Background: an optimization exercise with open tools, aiming at small area, a short achievable clock period and few clock cycles. Do not read the settings as production practice.
Only simulation tests tie the RTL to the original design; equivalence was not proved.
No activity file was given, so power comes from the tool's default toggle rates.

== v7 ==
Design std_fp_smult_pipe, start of the top module:
module std_fp_smult_pipe #(
    parameter WIDTH = 32,
    parameter INT_WIDTH = 16,
    parameter FRAC_WIDTH = 16
) (
    input  [WIDTH-1:0]              left,
    input  [WIDTH-1:0]              right,
    input  logic                    reset,
    input  logic                    go,
    input  logic                    clk,
    output logic [WIDTH-1:0]        out,
    output logic                    done
);
  logic done_r;
  always_ff @(posedge clk) begin
    if (reset) done_r <= 1'b0;
    else done_r <= go;
  end
  assign done = done_r;
  wire [15:0] one, two, negz, negn;
  wire xs0_0;
  wire xs0_1;
  wire xs0_2;
  wire xs0_3;
  wire xs0_4;
  wire xs0_5;
  wire xs0_6;
  wire xs0_7;
  wire xs0_8;
  wire xs0_9;
  wire xs0_10;
  wire xs0_11;
  wire xs0_12;
  wire xs0_13;
  wire xs0_14;
  wire xs0_15;
  wire xs0_16;
  wire xs0_17;
  wire xs0_18;
  wire xs0_19;
  wire xs0_20;
  wire xs0_21;
  wire xs0_22;
  wire xs0_23;
  wire xs0_24;
  wire xs0_25;
  wire xs0_26;
  wire xs0_27;
  wire xs0_28;
  wire xs0_29;
  wire xs0_30;
  wire xs0_31;
  wire xs0_32;
  wire pp0_0;
  wire pp0_1;
  wire pp0_2;
  wire pp0_3;
  wire pp0_4;
  wire pp0_5;
  wire pp0_6;
  wire pp0_7;
  wire pp0_8;
  wire pp0_9;
  wire pp0_10;
  wire pp0_11;
  wire pp0_12;
  wire pp0_13;
  wire pp0_14;
  wire pp0_15;
  wire pp0_16;
  wire pp0_17;
  wire pp0_18;
  wire pp0_19;
  wire pp0_20;
  wire pp0_21;
  wire pp0_22;
  wire pp0_23;
  wire pp0_24;
  wire pp0_25;
  wire pp0_26;
  wire pp0_27;
  wire pp0_28;
  wire pp0_29;
  wire pp0_30;
  wire pp0_31;
  wire pp0_32;
  wire xs1_0;
  wire xs1_1;
  wire xs1_2;
  wire xs1_3;
  wire xs1_4;
  wire xs1_5;
  wire xs1_6;
  wire xs1_7;
  wire xs1_8;
  wire xs1_9;
  wire xs1_10;
  wire xs1_11;
  wire xs1_12;
  wire xs1_13;
  wire xs1_14;
  wire xs1_15;
  wire xs1_16;
  wire xs1_17;
  wire xs1_18;
  wire xs1_19;
  wire xs1_20;
  wire xs1_21;
  wire xs1_22;
  ...
==> flow/config.mk <==
export PLATFORM = sky130hd
export DESIGN_NAME = std_fp_smult_pipe
export DESIGN_NICKNAME = std_fp_smult_pipe
export VERILOG_FILES = /design/flow/design.v
export SDC_FILE = /design/flow/constraint.sdc
export NUM_CORES = 4
export LEC_CHECK = 0
export CAP_MARGIN = 20
export CORE_MARGIN = 2
export CORE_UTILIZATION = 40
export SLEW_MARGIN = 20
export SYNTH_HIERARCHICAL = 1
==> flow/constraint.sdc <==
create_clock -name core_clock -period 7.5 [get_ports {clk}]
set_input_delay 1.5000 -clock core_clock [delete_from_list [all_inputs] [get_ports {clk}]]
set_output_delay 1.5000 -clock core_clock [all_outputs]
set_load 0.01 [all_outputs]
standard.sh (not shown) runs the stock make flow with config.mk's settings and CLKGATE_MAP_FILE= SYNTH_SCRIPT=/design/flow/synth_recipe.tcl, a recipe that flattens the netlist after the stock synthesis.
==> flow/flow/run.sh <==
#!/bin/bash
# Layout flow: the standard ORFS flow (standard.sh, unchanged synthesis),
# run stage by stage with extra ORFS variables from flow/extra.env: the port
# buffer cell and the setup-repair margin of each stage (MARGIN_FP for the
# floorplan sizing, MARGIN_CTS after clock-tree synthesis, MARGIN_GRT after
# global routing). Each tool's full output is in orfs/logs/...; the make output
# of each stage is in standard_<stage>.log.
set -euo pipefail
here=$(pwd)
set -a
source "$here/flow/extra.env"
set +a
SETUP_SLACK_MARGIN=$MARGIN_FP bash "$here/standard.sh" synth > "$here/standard_synth.log" 2>&1
SETUP_SLACK_MARGIN=$MARGIN_FP bash "$here/standard.sh" floorplan > "$here/standard_floorplan.log" 2>&1
SETUP_SLACK_MARGIN=$MARGIN_CTS bash "$here/standard.sh" place > "$here/standard_place.log" 2>&1
SETUP_SLACK_MARGIN=$MARGIN_CTS bash "$here/standard.sh" cts > "$here/standard_cts.log" 2>&1
SETUP_SLACK_MARGIN=$MARGIN_GRT bash "$here/standard.sh" finish > "$here/standard_finish.log" 2>&1
==> flow/flow/extra.env <==
BUFFER_PORTS_ARGS="-buffer_cell sky130_fd_sc_hd__buf_2"
MARGIN_FP=3.5
MARGIN_CTS=2.5
MARGIN_GRT=2.5
Testbench counts of v7, summed over its fixed seeds: cycles 4,008.
--- input diff v7..v8 ---
- SETUP_SLACK_MARGIN newly set to 3.0
==> flow/flow/run.sh <==
#!/bin/bash
# Layout flow: the standard ORFS flow (standard.sh, unchanged synthesis),
# with extra ORFS variables from flow/extra.env (port buffer cell choice and
# timing-repair options). Each tool's full output is in orfs/logs/...; the
# make output is in standard.log.
set -euo pipefail
here=$(pwd)
set -a
source "$here/flow/extra.env"
set +a
bash "$here/standard.sh" > "$here/standard.log" 2>&1
==> flow/flow/extra.env <==
BUFFER_PORTS_ARGS="-buffer_cell sky130_fd_sc_hd__buf_4"
SETUP_MOVE_SEQUENCE="unbuffer,sizeup,swap,vt_swap"
==> comparison <==
Compared with v7, in v8 sequential cell area share stayed essentially flat; total power density per cell area rose by 18 nW/um^2; peak per-stage delay on the critical path rose by 200 ps. Register share of total power is lower on v8. Compared with v7, v8 shows a lower placed instance area. Relative to v7, setup slack decreased by 160 ps in v8. Going from v7 to v8, synthesis-to-finish area growth lost 0.21 points, post-route cell area ~0 delta, total design power up about 3.8%.
--- input diff v8..v34 ---
- swapping 3.0 for 2.5 in SETUP_SLACK_MARGIN
- putting PLACE_DENSITY at 0.8 where nothing was set
==> flow/flow/extra.env <==
BUFFER_PORTS_ARGS="-buffer_cell sky130_fd_sc_hd__buf_4"
--- outcome ---
Compared with v8, v34 shows a lower data arrival time of the worst path. Cmp v8 and v34 / setup slack at placement / lower: v34. Diff v8 -> v34: ratio of cells with drive above 1 in the final layout moved down; layout-stage area growth over the synthesis result moved down; cell area moved down. In v34, global-route usage is lower than in v8. Summary — critical path depth, v34 relative to v8: lower, by 1. Maximum clock frequency (lower): v8. Total wire length after detailed routing essentially unchanged between v8 and v34. Fill cell instance count of the final layout was higher in v8 than in v34. Between v8 and v34, total of plain and repair buffers excluding clock buffers is lower for v8, v34 comes in above that.
> inputs changed (v34 -> v32)
- clearing PLACE_DENSITY, which used to be 0.8
==> flow/flow/extra.env <==
BUFFER_PORTS_ARGS="-buffer_cell sky130_fd_sc_hd__buf_2"
SETUP_MOVE_SEQUENCE="unbuffer,sizeup,swap,vt_swap"
--- outcome ---
Against v34, v32 reports a final-layout non-clock buffer area share that is lower.
Compared with v34, average wire length per cell after detail routing in v32 increased slightly.
Detailed route, v32 vs v34: via total lower for v32
Comparing v32 with v34, the hold buffer count at cts came out essentially unchanged.
v32: clock transition time at the flip-flop clock pins of the worst setup and hold paths is 20 ps higher than what v34 reported.
Met3 track demand over resource in global routing: v34 and v32 compared, higher one is v34
v34 → v32: sum of internal, switching and leakage power has decreased, worst-case setup margin in the final layout has decreased, combinational power has decreased.
Setup changes, v32 to v35
- a change of CORE_UTILIZATION from 40 to 55
==> flow/flow/extra.env <==
BUFFER_PORTS_ARGS="-buffer_cell sky130_fd_sc_hd__buf_2"
## What came out
- v35 went all the way through the flow, and no timing, DRC or antenna check failed.
- The post-route minimum period number comes out lower for v35 vs v32.
- The layout overhead on the synthesized area in v35 was higher than what v32 gave.
- Lower overall via count from detail_route was reported by v32, not v35.
- From v32 to v35 the numbers moved as follows: async set-or-reset flop fraction in the synthesized netlist flat; worst-case hold slack down 3.4 ps; area share of buffers outside the clock network up 2.0 points.
- v35: number of setup buffers added after CTS is 19 higher than what v32 reported.
- Between v32 and v35, the core footprint is lower for v35.
- Delta (v35 minus v32): post-route worst setup slack saw an increase; per-cell routed wire length saw an increase.

==> static timing again, ports no longer ideal <==
Ports are ideal in the flow. The routed layouts listed here were re-timed in OpenROAD.
Step 1: set_driving_cell puts a clkbuf_16 on clk and a buf_2 on each other input, an assumption about the parent block.
Step 2, shift: input delay + t, output delay - t, t = (earliest + latest rising clock arrival at the registers) / 2. This alone moves slack from input paths to output paths.
Three values: ideal, step 1, step 2; two values: the first two.
run | t (ns) | setup slack, ns | slew at the worst register clock pin (ns)
v7 | 0.446 | 2.545 / 2.483 / 2.158 | 0.08 / 0.08
v8 | 0.443 | 2.383 / 2.336 / 1.893 | 0.09 / 0.09
v34 | 0.423 | 2.526 / 2.420 / 1.997 | 0.08 / 0.08
v32 | 0.438 | 2.337 / 2.368 / 1.931 | 0.08 / 0.08
v35 | 0.431 | 2.498 / 2.449 / 2.101 | 0.07 / 0.07
After both steps every run listed still meets setup and hold. The setup slack of v34, which loses most, moves by -0.106 ns with the drivers and by -0.529 ns with both steps.
